From an optimization exercise on the open Yosys and OpenROAD flow, aimed at small area and a short achievable clock period; shortcuts taken in it are not production practice. At most, simulation tests tie the RTL to the original design; equivalence was not proved. Power and IR drop assume default switching activity.

==> inputs of run R <==
==> flow/design.v (excerpt) <==
module RISCV_Top(
		  input         clk,
		  input         rst,
		  output [31:0] imem_addr,
		  input  [31:0] imem_rdata,
		  output [31:0] dmem_addr,
		  output [31:0] dmem_wdata,
		  output        dmem_we,
		  output        dmem_re,
		  input  [31:0] dmem_rdata
		);
Settings: LEC_CHECK=0, CAP_MARGIN=20, CORE_MARGIN=2, CORE_UTILIZATION=45, PLACE_DENSITY=0.62, SETUP_SLACK_MARGIN=2.5, SLEW_MARGIN=20, SYNTH_HIERARCHICAL=1, TNS_END_PERCENT=0; clock period 10.0 ns.
standard.sh (not shown) runs the stock make flow with config.mk's settings and CLKGATE_MAP_FILE= SYNTH_SCRIPT=/design/flow/synth_recipe.tcl, a recipe that flattens the netlist after the stock synthesis.
==> flow/flow/run.sh <==
#!/bin/bash
# Own flow: the standard layout (standard.sh, unchanged synthesis), with
#  - the port buffers inserted as buf_2 cells (the resizer sizes them up
#    where timing needs it) instead of the default delay-buffer cell,
#  - clock tree synthesis without dummy balancing loads, with larger sink
#    clusters.
set -euo pipefail
export BUFFER_PORTS_ARGS="-buffer_cell sky130_fd_sc_hd__buf_2"
export CTS_ARGS="-sink_clustering_enable -repair_clock_nets -dont_use_dummy_load -sink_clustering_size 20 -sink_clustering_max_diameter 70"
bash standard.sh synth > synth.log 2>&1
bash standard.sh finish > layout.log 2>&1
==> run B: changes against run R <==
--- a/flow/flow/run.sh
+++ b/flow/flow/run.sh
@@ -8,3 +8,3 @@
 export BUFFER_PORTS_ARGS="-buffer_cell sky130_fd_sc_hd__buf_2"
-export CTS_ARGS="-sink_clustering_enable -repair_clock_nets -dont_use_dummy_load -sink_clustering_size 20 -sink_clustering_max_diameter 70"
+export CTS_ARGS="-sink_clustering_enable -repair_clock_nets -dont_use_dummy_load -sink_clustering_size 24 -sink_clustering_max_diameter 80"
 bash standard.sh synth > synth.log 2>&1
--- a/flow/config.mk
+++ b/flow/config.mk
@@ -9,4 +9,4 @@
 export CORE_MARGIN = 2
-export CORE_UTILIZATION = 45
-export PLACE_DENSITY = 0.62
+export CORE_UTILIZATION = 48
+export PLACE_DENSITY = 0.64
 export SETUP_SLACK_MARGIN = 2.5
==> key figures <==
Clocking
  • Clk latency of the worst-skew pair: 0.74 ns

Run status
  • Outcome: no timing/DRC/antenna violations

Power and ir drop
  • PwrDens: 186 nW/um^2
  • Peak supply drop: 136 uV

Cells and area
  • Buffering overhead: 0.0734
  • Final net count: 4352

Global route
  • Number of global-route vias before repair: 38200

Placement
  • Area after DPL: 53700 um^2
the above is filed under run B

==> key figures <==
Power and ir drop
  • Comb pwr share: 0.252
  • PwrDens: 189 nW/um^2
  • Peak supply drop: 121 uV

Cells and area
  • Non-clock buffers: 534
  • Final net count: 4396
  • Buffering overhead: 0.0734

Timing
  • Tcrit/Tclk final: 0.763

Placement
  • Area after DPL: 53600 um^2

Clocking
  • Clk latency of the worst-skew pair: 0.67 ns

Run status
  • Outcome: no timing/DRC/antenna violations
the above is filed under run R


========
==> run a: inputs <==
RISCV_Top, a different RTL version from the one above (not shown whole).
==> module RISCV_Top, before the edit <==
module RISCV_Top(
		  input         clk,
		  input         rst,
		  output [31:0] imem_addr,
		  input  [31:0] imem_rdata,
		  output [31:0] dmem_addr,
		  output [31:0] dmem_wdata,
		  output        dmem_we,
		  output        dmem_re,
		  input  [31:0] dmem_rdata
		);
wire [31:0] ins = imem_rdata;
wire [6:0]  op  = ins[6:0];
wire [2:0]  f3  = ins[14:12];
wire [6:0]  f7  = ins[31:25];
wire is_r  = (op == 7'b0110011);
wire is_i  = (op == 7'b0010011);
wire is_ld = (op == 7'b0000011);
wire is_st = (op == 7'b0100011);
wire is_br = (op == 7'b1100011);
reg  [31:0] pc;
wire [31:0] rs1v, rs2v;
wire [11:0] mimm = is_st ? {ins[31:25], ins[11:7]} : ins[31:20];
wire [31:0] addr = rs1v + {{20{mimm[11]}}, mimm};
wire [31:0] immI = {{20{ins[31]}}, ins[31:20]};
wire [31:0] opb  = is_r ? rs2v : immI;
wire        f7z  = (f7 == 7'b0000000);
wire        lsel = is_i | f7z;                    
wire        do_sub = is_r & (f7 == 7'b0100000) & (f3 == 3'b000);
wire        do_and = lsel & (f3 == 3'b111);
wire        do_or  = lsel & (f3 == 3'b110);
wire        do_xor = lsel & (f3 == 3'b100);
wire [31:0] sum  = rs1v + (opb ^ {32{do_sub}}) + {31'b0, do_sub};
wire [31:0] alu  = do_and ? (rs1v & opb) :
                   do_or  ? (rs1v | opb) :
                   do_xor ? (rs1v ^ opb) : sum;
wire [31:0] wb   = is_ld ? dmem_rdata : alu;
wire        we   = is_r | is_i | is_ld;
Register_File Reg_File(.clk(clk), .rst(rst), .RegWrite(we),
                       .Rs1(ins[19:15]), .Rs2(ins[24:20]), .Rd(ins[11:7]),
                       .Write_data(wb), .read_data1(rs1v), .read_data2(rs2v));
wire [31:0] immB   = {{20{ins[31]}}, ins[7], ins[30:25], ins[11:8], 1'b0};
wire [31:0] pc_br  = pc + immB;
wire [31:0] pc_4   = {pc[31:2] + 30'd1, pc[1:0]};
wire        taken  = is_br & (rs1v == rs2v);
wire [31:0] pc_nx  = taken ? pc_br : pc_4;
always @(posedge clk)
  if (rst) pc <= 32'b0;
  else     pc <= pc_nx;
assign imem_addr  = pc;
assign dmem_addr  = addr;
assign dmem_wdata = rs2v;
assign dmem_we    = is_st;
assign dmem_re    = is_ld;
endmodule
make LEC_CHECK=0 CAP_MARGIN=20 CORE_MARGIN=2 CORE_UTILIZATION=40 PLACE_DENSITY=0.6 SETUP_SLACK_MARGIN=0.3 SLEW_MARGIN=20 SYNTH_HIERARCHICAL=1 finish   # period 10.0 ns
run.sh (not shown) runs the stock make flow with config.mk's settings and CLKGATE_MAP_FILE= SYNTH_SCRIPT=/design/flow/synth_recipe.tcl, a recipe that flattens the netlist after the stock synthesis.
Stock flow here: none of the scripts above is used.
==> run b (differences from run a) <==
--- a/flow/design.v
+++ b/flow/design.v
@@ -65,19 +65,27 @@
 reg  [31:0] pc;
 wire [31:0] rs1v, rs2v;
-wire [11:0] mimm = is_st ? {ins[31:25], ins[11:7]} : ins[31:20];
-wire [31:0] addr = rs1v + {{20{mimm[11]}}, mimm};
+wire [11:0] mimm = ins[5] ? {ins[31:25], ins[11:7]} : ins[31:20];
+wire [12:0] alo  = {1'b0, rs1v[11:0]} + {1'b0, mimm};
+wire [19:0] ahi  = rs1v[31:12];
+wire [19:0] ainc = ahi + 20'd1;
+wire [19:0] adec = ahi - 20'd1;
+wire        msgn = mimm[11];
+wire [19:0] ahi_c1 = msgn ? ahi  : ainc;         
+wire [19:0] ahi_c0 = msgn ? adec : ahi;          
+wire [31:0] addr = {alo[12] ? ahi_c1 : ahi_c0, alo[11:0]};
 wire [31:0] immI = {{20{ins[31]}}, ins[31:20]};
-wire [31:0] opb  = is_r ? rs2v : immI;
+wire [31:0] opb  = ins[5] ? rs2v : immI;         
 wire        f7z  = (f7 == 7'b0000000);
-wire        lsel = is_i | f7z;                    
-wire        do_sub = is_r & (f7 == 7'b0100000) & (f3 == 3'b000);
+wire        lsel = ~ins[5] | f7z;                
+wire        do_sub = ins[5] & (f7 == 7'b0100000) & (f3 == 3'b000);
 wire        do_and = lsel & (f3 == 3'b111);
 wire        do_or  = lsel & (f3 == 3'b110);
 wire        do_xor = lsel & (f3 == 3'b100);
 wire [31:0] sum  = rs1v + (opb ^ {32{do_sub}}) + {31'b0, do_sub};
+wire [31:0] x    = rs1v ^ opb;
 wire [31:0] alu  = do_and ? (rs1v & opb) :
                    do_or  ? (rs1v | opb) :
-                   do_xor ? (rs1v ^ opb) : sum;
-wire [31:0] wb   = is_ld ? dmem_rdata : alu;
+                   do_xor ? x : sum;
+wire [31:0] wb   = ins[4] ? alu : dmem_rdata;
 wire        we   = is_r | is_i | is_ld;
 Register_File Reg_File(.clk(clk), .rst(rst), .RegWrite(we),
@@ -85,8 +93,6 @@
                        .Write_data(wb), .read_data1(rs1v), .read_data2(rs2v));
 wire [31:0] immB   = {{20{ins[31]}}, ins[7], ins[30:25], ins[11:8], 1'b0};
-wire [31:0] pc_br  = pc + immB;
-wire [31:0] pc_4   = {pc[31:2] + 30'd1, pc[1:0]};
-wire        taken  = is_br & (rs1v == rs2v);
-wire [31:0] pc_nx  = taken ? pc_br : pc_4;
+wire        taken  = is_br & ~|x;                
+wire [31:0] pc_nx  = pc + (taken ? immB : 32'd4);
 always @(posedge clk)
   if (rst) pc <= 32'b0;
- CORE_UTILIZATION: 40 -> 45
- CTS_CLUSTER_DIAMETER: unset -> 70
- CTS_CLUSTER_SIZE: unset -> 20
- PLACE_DENSITY: 0.6 -> 0.62
- SETUP_SLACK_MARGIN: 0.3 -> 2.5
- TNS_END_PERCENT: unset -> 5
==> comparison table <==
| quantity | run a | run b |
|---|---|---|
| Status | complete, no violations | complete, no violations |
| Total of clock buffers placed in the layout | 124 | 80 |
| Initial core utilization | 40.2% | 45.5% |
| Routed wire length on met3 | 26.1 mm | 25.9 mm |
| Wire length per cell after detailed routing | 32.7 um | 36.2 um |
| Estimated wirelength of the detail-placed design | 123 mm | 122 mm |
| Number of gates on the worst path with buffers counted | 20 | 21 |
| Sequential Power | 0.00634 W | 0.00559 W |
| Area share of fa/ha/maj cells after synthesis | 4.17% | 3.83% |
| Critical Path Sink | dmem_addr[31] | dmem_addr[20] |
| Clock-cell share of area | 5.74% | 3.88% |
| Slowest CP cell | clkdlybuf4s50_1 | a222oi_1 |
| Layout Cells excl Fill | 5601 | 5179 |
| Vias in the first global route | 36900 | 36500 |
| Internal reg-to-reg setup slack | 4100 ps | 3950 ps |
| Number of antenna violations at the first check in global routing | 10 | 9 |
| Core box area | 121000 um2 | 104000 um2 |
Function not checked in run a: the RTL went through the layout flow alone.

## afterwards: timing with drivers on the ports
The flow's constraints put no driver on any port. The routed layouts listed below were extracted and timed again, unchanged, in two steps.
Step 1, drivers: a clkbuf_16 drives clk and a buf_2 each remaining input, both assumed.
Step 2 moves the port delays by t, midway between the first and last clock arrival at a register: inputs arrive t later, outputs are due t later. That takes back most of the time a late clock gives input paths.
a / b / c = ideal ports / drivers / drivers and shift; a / b = the first two.
run | t (ns) | slack for setup (ns) | worst setup path after step 2 | clock arrival spread, ns | worst slew at a driven data input, ns
run R of note 1 | 0.709 | 2.369 / 2.288 / 1.978 | input to register | 0.083 / 0.083 | 0.16
run B of note 1 | 0.747 | 2.425 / 2.279 / 1.741 | input to register | 0.119 / 0.119 | 0.20
run a of note 2 | 0.777 | 0.509 / 0.363 / 0.363 | input to output | 0.052 / 0.052 | 0.16
run b of note 2 | 0.726 | 1.800 / 1.742 / 1.442 | input to register | 0.040 / 0.039 | 0.16
After both steps setup and hold are still met in every run listed. The setup slack of run B of note 1, which loses most, moves by -0.146 ns with the drivers and by -0.684 ns with both steps.
